Source: an optimization exercise on an open RTL-to-GDS flow (aim: small area). Production flows keep margins and buffers that such runs may drop.
Function was checked by simulation only, so behaviour that the tests miss may differ from the original.
Power and IR drop assume default switching activity.

**config.mk**
```make
export PLATFORM = sky130hd
export DESIGN_NAME = systolic_array
export DESIGN_NICKNAME = systolic_array
export VERILOG_FILES = /design/flow/design.v
export SDC_FILE = /design/flow/constraint.sdc
export NUM_CORES = 8
export LEC_CHECK = 0
export ABC_AREA = 1
export CAP_MARGIN = 20
export CORE_MARGIN = 2
export CORE_UTILIZATION = 60
export SLEW_MARGIN = 20
export SYNTH_HIERARCHICAL = 1
export SYNTH_MINIMUM_KEEP_SIZE = 0
```
**standard.sh**
```bash
#!/bin/bash
# synth_recipe.tcl (not shown) runs the flow's synth.tcl, then flattens the netlist and writes it again
# the make line also repeats each setting of config.mk as NAME=value (left out here)
make -C /OpenROAD-flow-scripts/flow DESIGN_CONFIG=/design/flow/config.mk WORK_HOME=/design/flow/orfs CLKGATE_MAP_FILE= SYNTH_SCRIPT=/design/flow/synth_recipe.tcl "${@:-finish}"
```
**constraint.sdc**
```tcl
create_clock -name core_clock -period 12.0 [get_ports {clk}]
set_input_delay 2.4000 -clock core_clock [delete_from_list [all_inputs] [get_ports {clk}]]
set_output_delay 2.4000 -clock core_clock [all_outputs]
set_load 0.01 [all_outputs]
```
**flow/synth.tcl**
```tcl
# The standard flow's synthesis (synth_recipe.tcl in the work folder), with ABC's
# technology mapping script replaced by flow/abc_area.script (area mapping
# without ABC's own buffering and sizing; the layout's repair steps size and
# buffer the netlist afterwards).
proc abc {args} {
  set i [lsearch -exact $args -script]
  if {$i >= 0} {
    set args [lreplace $args $i [expr {$i + 1}] -script $::env(OWN_ABC_SCRIPT)]
  }
  yosys abc {*}$args
}
source $::env(OWN_WORK)/synth_recipe.tcl
```
**flow/abc_area.script**
```
strash
dch
amap
topo
```
**design.v**
```verilog
module mac_unit #(
    parameter DATA_WIDTH = 8,
    parameter ACC_WIDTH = 32
)(
    input wire clk,
    input wire rst_n,
    input wire enable,
    input wire gate,
    input wire clr,
    input wire signed [7:0] a_in,
    input wire signed [7:0] w_in,
    output reg signed [7:0] a_out,
    output reg signed [7:0] w_out,
    output reg signed [31:0] acc_out
);
    wire [7:0] ag = a_out & {8{gate}};
    wire [31:0] base = acc_out & {32{~clr}};
    wire [31:0] nxt;
    wire pp1;
    wire pp2;
    wire pp3;
    wire pp4;
    wire pp5;
    wire pp6;
    wire pp7;
    wire pp8;
    wire pp9;
    wire pp10;
    wire pp11;
    wire pp12;
    wire pp13;
    wire pp14;
    wire pp15;
    wire pp16;
    wire pp17;
    wire pp18;
    wire pp19;
    wire pp20;
    wire pp21;
    wire pp22;
    wire pp23;
    wire pp24;
    wire pp25;
    wire pp26;
    wire pp27;
    wire pp28;
    wire pp29;
    wire pp30;
    wire pp31;
    wire pp32;
    wire pp33;
    wire pp34;
    wire pp35;
    wire pp36;
    wire pp37;
    wire pp38;
    wire pp39;
    wire pp40;
    wire pp41;
    wire pp42;
    wire pp43;
    wire pp44;
    wire pp45;
    wire pp46;
    wire pp47;
    wire pp48;
    wire pp49;
    wire pp50;
    wire pp51;
    wire pp52;
    wire pp53;
    wire pp54;
    wire pp55;
    wire pp56;
    wire pp57;
    wire pp58;
    wire pp59;
    wire pp60;
    wire pp61;
    wire pp62;
    wire pp63;
    wire pp64;
    wire s65;
    wire c66;
    wire s67;
    wire c68;
    wire s69;
    wire c70;
    wire s71;
    wire c72;
    wire s73;
    wire c74;
    wire s75;
    wire c76;
    wire s77;
    wire c78;
    wire s79;
    wire c80;
    wire s81;
    wire c82;
    wire s83;
    wire c84;
    wire s85;
    wire c86;
    wire s87;
    wire c88;
    wire s89;
    wire c90;
    wire s91;
    wire c92;
    wire s93;
    wire c94;
    wire s95;
    wire c96;
    wire s97;
    wire c98;
    wire s99;
    wire c100;
    wire s101;
    wire c102;
    wire s103;
    wire c104;
    wire s105;
    wire c106;
    wire s107;
    wire c108;
    wire s109;
    wire c110;
    wire s111;
    wire c112;
    wire s113;
    wire c114;
    wire s115;
    wire c116;
    wire s117;
    wire c118;
    wire s119;
    wire c120;
    wire s121;
    wire c122;
    wire s123;
    wire c124;
    wire s125;
    wire c126;
    wire s127;
    wire c128;
    wire s129;
    wire c130;
    wire s131;
    wire c132;
    wire s133;
    wire c134;
    wire s135;
    wire c136;
    wire s137;
    wire c138;
    wire s139;
    wire c140;
    wire s141;
    wire c142;
    wire s143;
    wire c144;
    wire s145;
    wire c146;
    wire s147;
    wire c148;
    wire s149;
    wire c150;
    wire s151;
    wire c152;
    wire s153;
    wire c154;
    wire s155;
    wire c156;
    wire s157;
    wire c158;
    wire s159;
    wire c160;
    wire s161;
    wire c162;
    wire s163;
    wire c164;
    wire s165;
    wire c166;
    wire s167;
    wire c168;
    wire s169;
    wire c170;
    wire s171;
    wire c172;
    wire s173;
    wire c174;
    wire s175;
    wire c176;
    wire s177;
    wire c178;
    wire s179;
    wire c180;
    wire s181;
    wire c182;
    wire s183;
    wire c184;
    wire s185;
    wire c186;
    wire s187;
    wire c188;
    wire s189;
    wire c190;
    wire s191;
    wire c192;
    wire s193;
    wire c194;
    wire s195;
    wire c196;
    wire s197;
    wire c198;
    wire s199;
    wire c200;
    wire s201;
    wire c202;
    wire s203;
    wire c204;
    wire s205;
    wire c206;
    wire s207;
    wire c208;
    wire s209;
    wire up210;
    wire dn211;
    wire s212;
    wire ao213;
    wire az214;
    wire s215;
    wire ao216;
    wire az217;
    wire s218;
    wire ao219;
    wire az220;
    wire s221;
    wire ao222;
    wire az223;
    wire s224;
    wire ao225;
    wire az226;
    wire s227;
    wire ao228;
    wire az229;
    wire s230;
    wire ao231;
    wire az232;
    wire s233;
    wire ao234;
    wire az235;
    wire s236;
    wire ao237;
    wire az238;
    wire s239;
    wire ao240;
    wire az241;
    wire s242;
    wire ao243;
    wire az244;
    wire s245;
    wire ao246;
    wire az247;
    wire s248;
    wire ao249;
    wire az250;
    wire s251;
    wire ao252;
    wire az253;
    wire s254;
    wire ao255;
    wire az256;
    wire s257;
    assign pp1 = ag[0] & w_out[0];
    assign pp2 = ag[0] & w_out[1];
    assign pp3 = ag[1] & w_out[0];
    assign pp4 = ag[0] & w_out[2];
    assign pp5 = ag[1] & w_out[1];
    assign pp6 = ag[2] & w_out[0];
    assign pp7 = ag[0] & w_out[3];
    assign pp8 = ag[1] & w_out[2];
    assign pp9 = ag[2] & w_out[1];
    assign pp10 = ag[3] & w_out[0];
    assign pp11 = ag[0] & w_out[4];
    assign pp12 = ag[1] & w_out[3];
    assign pp13 = ag[2] & w_out[2];
    assign pp14 = ag[3] & w_out[1];
    assign pp15 = ag[4] & w_out[0];
    assign pp16 = ag[0] & w_out[5];
    assign pp17 = ag[1] & w_out[4];
    assign pp18 = ag[2] & w_out[3];
    assign pp19 = ag[3] & w_out[2];
    assign pp20 = ag[4] & w_out[1];
    assign pp21 = ag[5] & w_out[0];
    assign pp22 = ag[0] & w_out[6];
    assign pp23 = ag[1] & w_out[5];
    assign pp24 = ag[2] & w_out[4];
    assign pp25 = ag[3] & w_out[3];
    assign pp26 = ag[4] & w_out[2];
    assign pp27 = ag[5] & w_out[1];
    assign pp28 = ag[6] & w_out[0];
    assign pp29 = ~(ag[0] & w_out[7]);
    assign pp30 = ag[1] & w_out[6];
    assign pp31 = ag[2] & w_out[5];
    assign pp32 = ag[3] & w_out[4];
    assign pp33 = ag[4] & w_out[3];
    assign pp34 = ag[5] & w_out[2];
    assign pp35 = ag[6] & w_out[1];
    assign pp36 = ~(ag[7] & w_out[0]);
    assign pp37 = ~(ag[1] & w_out[7]);
    assign pp38 = ag[2] & w_out[6];
    assign pp39 = ag[3] & w_out[5];
    assign pp40 = ag[4] & w_out[4];
    assign pp41 = ag[5] & w_out[3];
    assign pp42 = ag[6] & w_out[2];
    assign pp43 = ~(ag[7] & w_out[1]);
    assign pp44 = ~(ag[2] & w_out[7]);
    assign pp45 = ag[3] & w_out[6];
    assign pp46 = ag[4] & w_out[5];
    assign pp47 = ag[5] & w_out[4];
    assign pp48 = ag[6] & w_out[3];
    assign pp49 = ~(ag[7] & w_out[2]);
    assign pp50 = ~(ag[3] & w_out[7]);
    assign pp51 = ag[4] & w_out[6];
    assign pp52 = ag[5] & w_out[5];
    assign pp53 = ag[6] & w_out[4];
    assign pp54 = ~(ag[7] & w_out[3]);
    assign pp55 = ~(ag[4] & w_out[7]);
    assign pp56 = ag[5] & w_out[6];
    assign pp57 = ag[6] & w_out[5];
    assign pp58 = ~(ag[7] & w_out[4]);
    assign pp59 = ~(ag[5] & w_out[7]);
    assign pp60 = ag[6] & w_out[6];
    assign pp61 = ~(ag[7] & w_out[5]);
    assign pp62 = ~(ag[6] & w_out[7]);
    assign pp63 = ~(ag[7] & w_out[6]);
    assign pp64 = ag[7] & w_out[7];
    mac_ha u_s65 (.a(base[0]), .b(pp1), .s(s65), .co(c66));
    mac_fa u_s67 (.a(base[1]), .b(pp2), .c(pp3), .s(s67), .co(c68));
    mac_ha u_s69 (.a(c66), .b(s67), .s(s69), .co(c70));
    mac_fa u_s71 (.a(base[2]), .b(pp4), .c(pp5), .s(s71), .co(c72));
    mac_fa u_s73 (.a(pp6), .b(c68), .c(s71), .s(s73), .co(c74));
    mac_ha u_s75 (.a(c70), .b(s73), .s(s75), .co(c76));
    mac_fa u_s77 (.a(base[3]), .b(pp10), .c(pp7), .s(s77), .co(c78));
    mac_fa u_s79 (.a(pp8), .b(pp9), .c(c72), .s(s79), .co(c80));
    mac_fa u_s81 (.a(s77), .b(c74), .c(s79), .s(s81), .co(c82));
    mac_ha u_s83 (.a(c76), .b(s81), .s(s83), .co(c84));
    mac_fa u_s85 (.a(base[4]), .b(pp11), .c(pp12), .s(s85), .co(c86));
    mac_fa u_s87 (.a(pp13), .b(pp14), .c(pp15), .s(s87), .co(c88));
    mac_fa u_s89 (.a(c78), .b(s85), .c(s87), .s(s89), .co(c90));
    mac_fa u_s91 (.a(c80), .b(s89), .c(c82), .s(s91), .co(c92));
    mac_ha u_s93 (.a(c84), .b(s91), .s(s93), .co(c94));
    mac_fa u_s95 (.a(base[5]), .b(pp16), .c(pp17), .s(s95), .co(c96));
    mac_fa u_s97 (.a(pp18), .b(pp19), .c(pp20), .s(s97), .co(c98));
    mac_fa u_s99 (.a(pp21), .b(c86), .c(c88), .s(s99), .co(c100));
    mac_fa u_s101 (.a(s95), .b(s97), .c(c90), .s(s101), .co(c102));
    mac_fa u_s103 (.a(s99), .b(s101), .c(c92), .s(s103), .co(c104));
    mac_ha u_s105 (.a(c94), .b(s103), .s(s105), .co(c106));
    mac_fa u_s107 (.a(base[6]), .b(pp22), .c(pp23), .s(s107), .co(c108));
    mac_fa u_s109 (.a(pp24), .b(pp25), .c(pp26), .s(s109), .co(c110));
    mac_fa u_s111 (.a(pp27), .b(pp28), .c(c96), .s(s111), .co(c112));
    mac_fa u_s113 (.a(c98), .b(s107), .c(s109), .s(s113), .co(c114));
    mac_fa u_s115 (.a(c100), .b(s111), .c(s113), .s(s115), .co(c116));
    mac_fa u_s117 (.a(c102), .b(s115), .c(c104), .s(s117), .co(c118));
    mac_ha u_s119 (.a(c106), .b(s117), .s(s119), .co(c120));
    mac_fa u_s121 (.a(base[7]), .b(pp29), .c(pp30), .s(s121), .co(c122));
    mac_fa u_s123 (.a(pp31), .b(pp32), .c(pp33), .s(s123), .co(c124));
    mac_fa u_s125 (.a(pp34), .b(pp35), .c(pp36), .s(s125), .co(c126));
    mac_fa u_s127 (.a(c108), .b(c110), .c(s121), .s(s127), .co(c128));
    mac_fa u_s129 (.a(s123), .b(s125), .c(c112), .s(s129), .co(c130));
    mac_fa u_s131 (.a(c114), .b(s127), .c(s129), .s(s131), .co(c132));
    mac_fa u_s133 (.a(c116), .b(s131), .c(c118), .s(s133), .co(c134));
    mac_ha u_s135 (.a(c120), .b(s133), .s(s135), .co(c136));
    mac_fa u_s137 (.a(base[8]), .b(pp37), .c(pp38), .s(s137), .co(c138));
    mac_fa u_s139 (.a(pp39), .b(pp40), .c(pp41), .s(s139), .co(c140));
    mac_fa u_s141 (.a(pp42), .b(pp43), .c(c122), .s(s141), .co(c142));
    mac_fa u_s143 (.a(c124), .b(c126), .c(s137), .s(s143), .co(c144));
    mac_fa u_s145 (.a(s139), .b(c128), .c(s141), .s(s145), .co(c146));
    mac_fa u_s147 (.a(s143), .b(c130), .c(s145), .s(s147), .co(c148));
    mac_fa u_s149 (.a(c132), .b(s147), .c(c134), .s(s149), .co(c150));
    assign s151 = ~(c136 ^ s149);
    assign c152 = c136 | s149;
    mac_fa u_s153 (.a(base[9]), .b(pp44), .c(pp45), .s(s153), .co(c154));
    mac_fa u_s155 (.a(pp46), .b(pp47), .c(pp48), .s(s155), .co(c156));
    mac_fa u_s157 (.a(pp49), .b(c138), .c(c140), .s(s157), .co(c158));
    mac_fa u_s159 (.a(s153), .b(s155), .c(c142), .s(s159), .co(c160));
    mac_fa u_s161 (.a(c144), .b(s157), .c(c146), .s(s161), .co(c162));
    mac_fa u_s163 (.a(s159), .b(c148), .c(s161), .s(s163), .co(c164));
    mac_fa u_s165 (.a(s163), .b(c150), .c(c152), .s(s165), .co(c166));
    mac_fa u_s167 (.a(base[10]), .b(pp50), .c(pp51), .s(s167), .co(c168));
    mac_fa u_s169 (.a(pp52), .b(pp53), .c(pp54), .s(s169), .co(c170));
    mac_fa u_s171 (.a(c154), .b(c156), .c(s167), .s(s171), .co(c172));
    mac_fa u_s173 (.a(s169), .b(c158), .c(s171), .s(s173), .co(c174));
    mac_fa u_s175 (.a(c160), .b(s173), .c(c162), .s(s175), .co(c176));
    mac_fa u_s177 (.a(s175), .b(c164), .c(c166), .s(s177), .co(c178));
    mac_fa u_s179 (.a(base[11]), .b(pp55), .c(pp56), .s(s179), .co(c180));
    mac_fa u_s181 (.a(pp57), .b(pp58), .c(c168), .s(s181), .co(c182));
    mac_fa u_s183 (.a(c170), .b(s179), .c(c172), .s(s183), .co(c184));
    mac_fa u_s185 (.a(s181), .b(c174), .c(s183), .s(s185), .co(c186));
    mac_fa u_s187 (.a(s185), .b(c176), .c(c178), .s(s187), .co(c188));
    mac_fa u_s189 (.a(base[12]), .b(pp59), .c(pp60), .s(s189), .co(c190));
    mac_fa u_s191 (.a(pp61), .b(c180), .c(s189), .s(s191), .co(c192));
    mac_fa u_s193 (.a(c182), .b(s191), .c(c184), .s(s193), .co(c194));
    mac_fa u_s195 (.a(s193), .b(c186), .c(c188), .s(s195), .co(c196));
    mac_fa u_s197 (.a(base[13]), .b(pp62), .c(pp63), .s(s197), .co(c198));
    mac_fa u_s199 (.a(c190), .b(s197), .c(c192), .s(s199), .co(c200));
    mac_fa u_s201 (.a(s199), .b(c194), .c(c196), .s(s201), .co(c202));
    mac_fa u_s203 (.a(base[14]), .b(pp64), .c(c198), .s(s203), .co(c204));
    mac_fa u_s205 (.a(s203), .b(c200), .c(c202), .s(s205), .co(c206));
    mac_fa u_s207 (.a(base[15]), .b(c204), .c(c206), .s(s207), .co(c208));
    assign s209 = ~s207;
    assign up210 = c208 & s207;
    assign dn211 = ~(c208 | s207);
    assign s212 = base[16] ^ (up210 | dn211);
    assign ao213 = base[16];
    assign az214 = ~base[16];
    assign s215 = base[17] ^ ((up210 & ao213) | (dn211 & az214));
    assign ao216 = ao213 & base[17];
    assign az217 = az214 & ~base[17];
    assign s218 = base[18] ^ ((up210 & ao216) | (dn211 & az217));
    assign ao219 = ao216 & base[18];
    assign az220 = az217 & ~base[18];
    assign s221 = base[19] ^ ((up210 & ao219) | (dn211 & az220));
    assign ao222 = ao219 & base[19];
    assign az223 = az220 & ~base[19];
    assign s224 = base[20] ^ ((up210 & ao222) | (dn211 & az223));
    assign ao225 = ao222 & base[20];
    assign az226 = az223 & ~base[20];
    assign s227 = base[21] ^ ((up210 & ao225) | (dn211 & az226));
    assign ao228 = ao225 & base[21];
    assign az229 = az226 & ~base[21];
    assign s230 = base[22] ^ ((up210 & ao228) | (dn211 & az229));
    assign ao231 = ao228 & base[22];
    assign az232 = az229 & ~base[22];
    assign s233 = base[23] ^ ((up210 & ao231) | (dn211 & az232));
    assign ao234 = ao231 & base[23];
    assign az235 = az232 & ~base[23];
    assign s236 = base[24] ^ ((up210 & ao234) | (dn211 & az235));
    assign ao237 = ao234 & base[24];
    assign az238 = az235 & ~base[24];
    assign s239 = base[25] ^ ((up210 & ao237) | (dn211 & az238));
    assign ao240 = ao237 & base[25];
    assign az241 = az238 & ~base[25];
    assign s242 = base[26] ^ ((up210 & ao240) | (dn211 & az241));
    assign ao243 = ao240 & base[26];
    assign az244 = az241 & ~base[26];
    assign s245 = base[27] ^ ((up210 & ao243) | (dn211 & az244));
    assign ao246 = ao243 & base[27];
    assign az247 = az244 & ~base[27];
    assign s248 = base[28] ^ ((up210 & ao246) | (dn211 & az247));
    assign ao249 = ao246 & base[28];
    assign az250 = az247 & ~base[28];
    assign s251 = base[29] ^ ((up210 & ao249) | (dn211 & az250));
    assign ao252 = ao249 & base[29];
    assign az253 = az250 & ~base[29];
    assign s254 = base[30] ^ ((up210 & ao252) | (dn211 & az253));
    assign ao255 = ao252 & base[30];
    assign az256 = az253 & ~base[30];
    assign s257 = base[31] ^ ((up210 & ao255) | (dn211 & az256));
    assign nxt = {s257, s254, s251, s248, s245, s242, s239, s236, s233, s230, s227, s224, s221, s218, s215, s212, s209, s205, s201, s195, s187, s177, s165, s151, s135, s119, s105, s93, s83, s75, s69, s65};
    always @(posedge clk) begin
        if (enable) begin
            a_out <= a_in;
            w_out <= w_in;
        end
    end
    always @(posedge clk or negedge rst_n) begin
        if (!rst_n)
            acc_out <= 32'd0;
        else
            acc_out <= nxt;
    end
endmodule
module mac_fa (
    input wire a,
    input wire b,
    input wire c,
    output wire s,
    output wire co
);
    assign s = a ^ b ^ c;
    assign co = (a & b) | (c & (a | b));
endmodule
module mac_ha (
    input wire a,
    input wire b,
    output wire s,
    output wire co
);
    assign s = a ^ b;
    assign co = a & b;
endmodule
module systolic_array #(
    parameter SIZE = 4,               
    parameter DATA_WIDTH = 8,
    parameter ACC_WIDTH = 32
)(
    input wire clk,
    input wire rst_n,
    input wire enable,
    input wire acc_clear,
    input wire signed [DATA_WIDTH-1:0] a_in_0,
    input wire signed [DATA_WIDTH-1:0] a_in_1,
    input wire signed [DATA_WIDTH-1:0] a_in_2,
    input wire signed [DATA_WIDTH-1:0] a_in_3,
    input wire signed [DATA_WIDTH-1:0] w_in_0,
    input wire signed [DATA_WIDTH-1:0] w_in_1,
    input wire signed [DATA_WIDTH-1:0] w_in_2,
    input wire signed [DATA_WIDTH-1:0] w_in_3,
    output wire signed [ACC_WIDTH-1:0] acc_out_00, acc_out_01, acc_out_02, acc_out_03,
    output wire signed [ACC_WIDTH-1:0] acc_out_10, acc_out_11, acc_out_12, acc_out_13,
    output wire signed [ACC_WIDTH-1:0] acc_out_20, acc_out_21, acc_out_22, acc_out_23,
    output wire signed [ACC_WIDTH-1:0] acc_out_30, acc_out_31, acc_out_32, acc_out_33
);
    wire signed [DATA_WIDTH-1:0] a_wire [0:SIZE-1][0:SIZE];
    wire signed [DATA_WIDTH-1:0] w_wire [0:SIZE][0:SIZE-1];
    wire signed [ACC_WIDTH-1:0] acc_wire [0:SIZE-1][0:SIZE-1];
    assign a_wire[0][0] = a_in_0;
    assign a_wire[1][0] = a_in_1;
    assign a_wire[2][0] = a_in_2;
    assign a_wire[3][0] = a_in_3;
    assign w_wire[0][0] = w_in_0;
    assign w_wire[0][1] = w_in_1;
    assign w_wire[0][2] = w_in_2;
    assign w_wire[0][3] = w_in_3;
    assign acc_out_00 = acc_wire[0][0];
    assign acc_out_01 = acc_wire[0][1];
    assign acc_out_02 = acc_wire[0][2];
    assign acc_out_03 = acc_wire[0][3];
    assign acc_out_10 = acc_wire[1][0];
    assign acc_out_11 = acc_wire[1][1];
    assign acc_out_12 = acc_wire[1][2];
    assign acc_out_13 = acc_wire[1][3];
    assign acc_out_20 = acc_wire[2][0];
    assign acc_out_21 = acc_wire[2][1];
    assign acc_out_22 = acc_wire[2][2];
    assign acc_out_23 = acc_wire[2][3];
    assign acc_out_30 = acc_wire[3][0];
    assign acc_out_31 = acc_wire[3][1];
    assign acc_out_32 = acc_wire[3][2];
    assign acc_out_33 = acc_wire[3][3];
    reg clr_q;
    always @(posedge clk or negedge rst_n) begin
        if (!rst_n)
            clr_q <= 1'b0;
        else if (enable)
            clr_q <= acc_clear;
    end
    wire clr = enable & clr_q;
    reg [SIZE-1:0] loaded;
    always @(posedge clk or negedge rst_n) begin
        if (!rst_n)
            loaded <= {SIZE{1'b0}};
        else if (enable)
            loaded <= {loaded[SIZE-2:0], 1'b1};
    end
    genvar row, col;
    generate
        for (row = 0; row < SIZE; row = row + 1) begin : gen_row
            for (col = 0; col < SIZE; col = col + 1) begin : gen_col
                mac_unit #(
                    .DATA_WIDTH(DATA_WIDTH),
                    .ACC_WIDTH(ACC_WIDTH)
                ) pe (
                    .clk(clk),
                    .rst_n(rst_n),
                    .enable(enable),
                    .gate(enable & loaded[(row > col) ? row : col]),
                    .clr(clr),
                    .a_in(a_wire[row][col]),
                    .w_in(w_wire[row][col]),
                    .a_out(a_wire[row][col+1]),
                    .w_out(w_wire[row+1][col]),
                    .acc_out(acc_wire[row][col])
                );
            end
        end
    endgenerate
endmodule
```
**flow/run.sh**
```bash
#!/bin/bash
# Own layout flow: the standard layout (standard.sh) with these changes:
# - synthesis is the standard flow's (synth_recipe.tcl), but ABC maps with flow/abc_area.script;
# - floorplan does not run repair_timing on the unplaced netlist (wire-load
#   timing of the unbuffered high-fanout nets made it upsize gates needlessly);
# - the port buffers that global placement inserts on every input and output
#   are the smallest buffer cell (buf_1);
# - clock tree synthesis uses clkbuf_16 with up to 24 flip-flops per leaf
#   buffer and inserts no dummy loads.
# make's output goes to standard.log; ORFS keeps each step's log under orfs/logs.
set -euo pipefail
export OWN_WORK=$PWD
export OWN_ABC_SCRIPT=$PWD/flow/abc_area.script
bash standard.sh finish \
  "SYNTH_SCRIPT=$PWD/flow/synth.tcl" \
  REMOVE_ABC_BUFFERS=1 \
  "BUFFER_PORTS_ARGS=-buffer_cell sky130_fd_sc_hd__buf_1" \
  "CTS_ARGS=-sink_clustering_enable -repair_clock_nets -dont_use_dummy_load -buf_list sky130_fd_sc_hd__clkbuf_16 -sink_buffer_max_cap_derate 1.0 -sink_clustering_size 24 -sink_clustering_max_diameter 100" \
  > standard.log 2>&1
```
==> impl_metrics.ini <==
[outcome]
status = timing/DRC/antenna clean

[power_and_ir_drop]
leakage_nw = 26.73
pwr-share-comb_pct = 66.5
switching_share_pct = 46.36
seqPwrFrac_pct = 25.0
switchingPower_mw = 8.084
p_total_mw = 17.44
power.internal_mw = 9.353
ir_worst_vdd_mv = 0.2330
p_per_area_nw_per_um2 = 276.3
clkPwrFrac_pct = 8.5

[clocking]
cts_setup_buffers = 0
cts_max_level = 2
numCtsBuffers = 41
cts.path.max_buffers = 3
clk_latency_ns = 0.66
clkSinkCount = 773
cts_tree = done
cts_resized = 0
cts_hold_buf = 0
clkTransAtPathRegs_ns = 0.09
cts_root_buf = clkbuf_16

[detailed_routing]
dr.max_layer_used = met5
wl_per_cell_um = 20.26
vias = 39590
finalWirelength_um = 143600
wl_met3_um = 10770
drt-met1-wl_um = 56910
route.detailed.drc = 0
wl_met2_um = 70200
firstDrtPassIters = 6
viasPerCell = 5.584
antenna_left = 0
drtIter0Drc = 3050

[cells_and_area]
most-common-layout-cells = 1169 x nor2_1, 1008 x fa_1, 577 x buf_1
nets = 7076
drive_gt1_share_pct = 2.662
nFillCells = 7642
fin_cells = 7091
regArea_um2 = 20620
final_area_um2 = 63110
multi_input_area_um2 = 35410
final_common_cell = nor2_1
syn2layout_area_growth_pct = 10.03

[run]
maxCapViolCount = 0

[place]
dp_cells = 7046
dpl.hpwl_um = 116400
gp_congestion = 0.9508
dpl-instance-area_um2 = 62070
io_buffer_count = 579

[sta]
min_period_over_period_pct = 93.51
fin_skew_ns = 0.06676
max_freq_ghz = 0.08911
tightest_slew_ns = 1.008
min_period_ns = 11.22
hold_viol_final = 0
relSlewSlack_pct = 32.79
setup_viol = 0
rsz0062_at_grt = false
hold_ws_ns = 0.5002
drv_slew = 0

[worst_hold_path]
hp-class = reg2reg

[yosys]
synthesis.area_um2 = 57350
ys_types = 20
avgSynthCellArea_um2 = 11.26
ys_ff_latch = 773
synth_area_leaders = fa_1 35%, dfrtp_1 23%, edfxtp_1 13%
yosysWarnings = 8
synth_seq_area_share_pct = 35.96
syn_inst = 5094
netlist.area_leader.share_pct = 35.18
synth_largest_area_cell = fa_1

[setup_path]
crit_path_end_kind = flop
critPathRequiredTime_ns = 12.55
start_kind = input port
crit_arrival_ns = 11.77
crit_top_cell = fa_1
max_stage_delay_ns = 0.58
worst_path_max_delay_cell = fa_1
crit_fanout = 10
path_class = in2reg

[grt]
grt_pass1_vias = 42190
grt_pass1_wl_um = 233500
grt_max_degree = 120
globalRoute.totalOverflow = 0
grtUsageTotal_pct = 30.76
antenna_found_initial = 7

[die]
io_pins = 580
die_w_um = 313.2
dieArea_um2 = 98080
die_y_um = 313.2
rows = 113
start_util_pct = 60.45
core_region_area_um2 = 94870
## cell families after synthesis
group,count (synthesis),share of synthesized area [%]
buffers and inverters,358,2.343
AO/OA/AOI/OAI,468,4.405
AND/OR/NAND/NOR,2311,18.27
adder cells (fa/ha/maj),1184,39.02
flip-flops,773,35.96
## cells in the mapped netlist, drive strengths merged
cell	number
o21ai	193
nand4	16
and3	16
nand2	274
or2	32
edfxtp	256
fa	1008
nor2b	432
ha	176
o32ai	16
o31ai	16
or3	80
nor2	1173
nand3	272
o22ai	35
a21oi	192
nor3	16
clkinv	358
a22oi	16
dfrtp	517
## area by class of cell
class	instances	share of cell area, %
tap	1265	2.508
sequential	773	32.68
multi-input combinational	3963	56.12
antenna	4	0.01586
timing repair buffer	687	4.919
clock buffer	41	1.626
inverter	358	2.129
## metrics by stage
stage | setup TNS, ns | setup WS (ns) | utilization [%]
after global placement | 0 | 0.1854 | 65.43
after global routing | 0 | 0.1856 | 66.52
after detailed placement | 0 | 0.04993 | 65.43
after floorplan | -6961.40 | -16.61 | -
final | 0 | 0.7785 | 66.52
after CTS | 0 | 0.7639 | 66.51
## power groups by stage
| stage | registers (mW) | logic [mW] | clock network, mW |
|---|---|---|---|
| final | 4.37 | 11.6 | 1.47 |
| after global routing | 4.46 | 13.5 | 1.60 |
| after CTS | 4.37 | 11.9 | 1.52 |
| after floorplan | 4.61 | 7.73 | 0 |
| after global placement | 4.40 | 11.4 | 0 |
| after detailed placement | 4.41 | 11.6 | 0 |
## per-module statistics from Yosys (local to each module, per instance), excerpt
module,flip-flops and latches,cell area [um^2]
mac_fa,0,20.02
systolic_array,5,197.7
mac_ha,0,12.51
## flip-flops by register name (all words and copies together), names as in the netlist
register	count
gen_row.gen_col.pe.w_out	128
clr_q	1
loaded	4
gen_row.gen_col.pe.a_out	128
gen_row.gen_col.pe.acc_out	512
## path summary, 6_finish.rpt
kind | from | endpoint | slack, ns | cells past startpoint
hold reg to reg | gen_row[2].gen_col[0].pe.w_out[5] | gen_row[3].gen_col[0].pe.w_out[5] | 0.50 | 0
max in group asynchronous | rst_n | gen_row[2].gen_col[0].pe.acc_out[12] | 7.76 | 4
hold / removal | gen_row[2].gen_col[0].pe.w_out[5] | gen_row[3].gen_col[0].pe.w_out[5] | 0.50 | 0
setup / recovery | enable | gen_row[1].gen_col[2].pe.acc_out[31] | 0.78 | 37
min in group asynchronous | rst_n | gen_row[0].gen_col[3].pe.acc_out[5] | 1.76 | 1
setup reg to reg | loaded[2] | gen_row[1].gen_col[2].pe.acc_out[31] | 2.39 | 35
## metal layers
layer | vias to the layer above | GRT usage, %
met4 | 6 | 11.17
met5 | - | 0
met1 | 20040 | 41.30
met3 | 263 | 7.027
li1 | 18000 | -
met2 | 1281 | 49.77
## critical path, delay by kind of cell
| kind | cells | cell delay, ns |
|---|---|---|
| adder cells (fa/ha/maj) | 17 | 6.67 |
| buffers and inverters | 7 | 0.81 |
| AO/OA/AOI/OAI | 2 | 0.17 |
| AND/OR/NAND/NOR | 11 | 1.68 |

[separate check: timing with driven ports]
The results above use ideal ports. As a check the final layout listed here was re-extracted and re-timed, cells and wires unchanged. Step 1 (the two cells are an assumption about what drives the block):
set clk [get_ports {clk}]
set_driving_cell -lib_cell sky130_fd_sc_hd__clkbuf_16 $clk
set_driving_cell -lib_cell sky130_fd_sc_hd__buf_2 [delete_from_list [all_inputs] $clk]
Step 2 adds t to the input delays and takes it off the output delays; t is the mean of the earliest and latest rising clock arrival at the registers after step 1. Input paths then give back, and output paths get back, about the clock's delay inside the block. a / b / c = ideal / step 1 / step 2; a / b = the first two.
t, ns: 0.706
setup WS [ns]: 0.779 / 0.826 / 0.120
hold slack, ns: 0.500 / 0.500 / 0.500
After both steps setup and hold are still met in this run. The setup slack of this run moves by +0.047 ns with the drivers and by -0.659 ns with both steps.
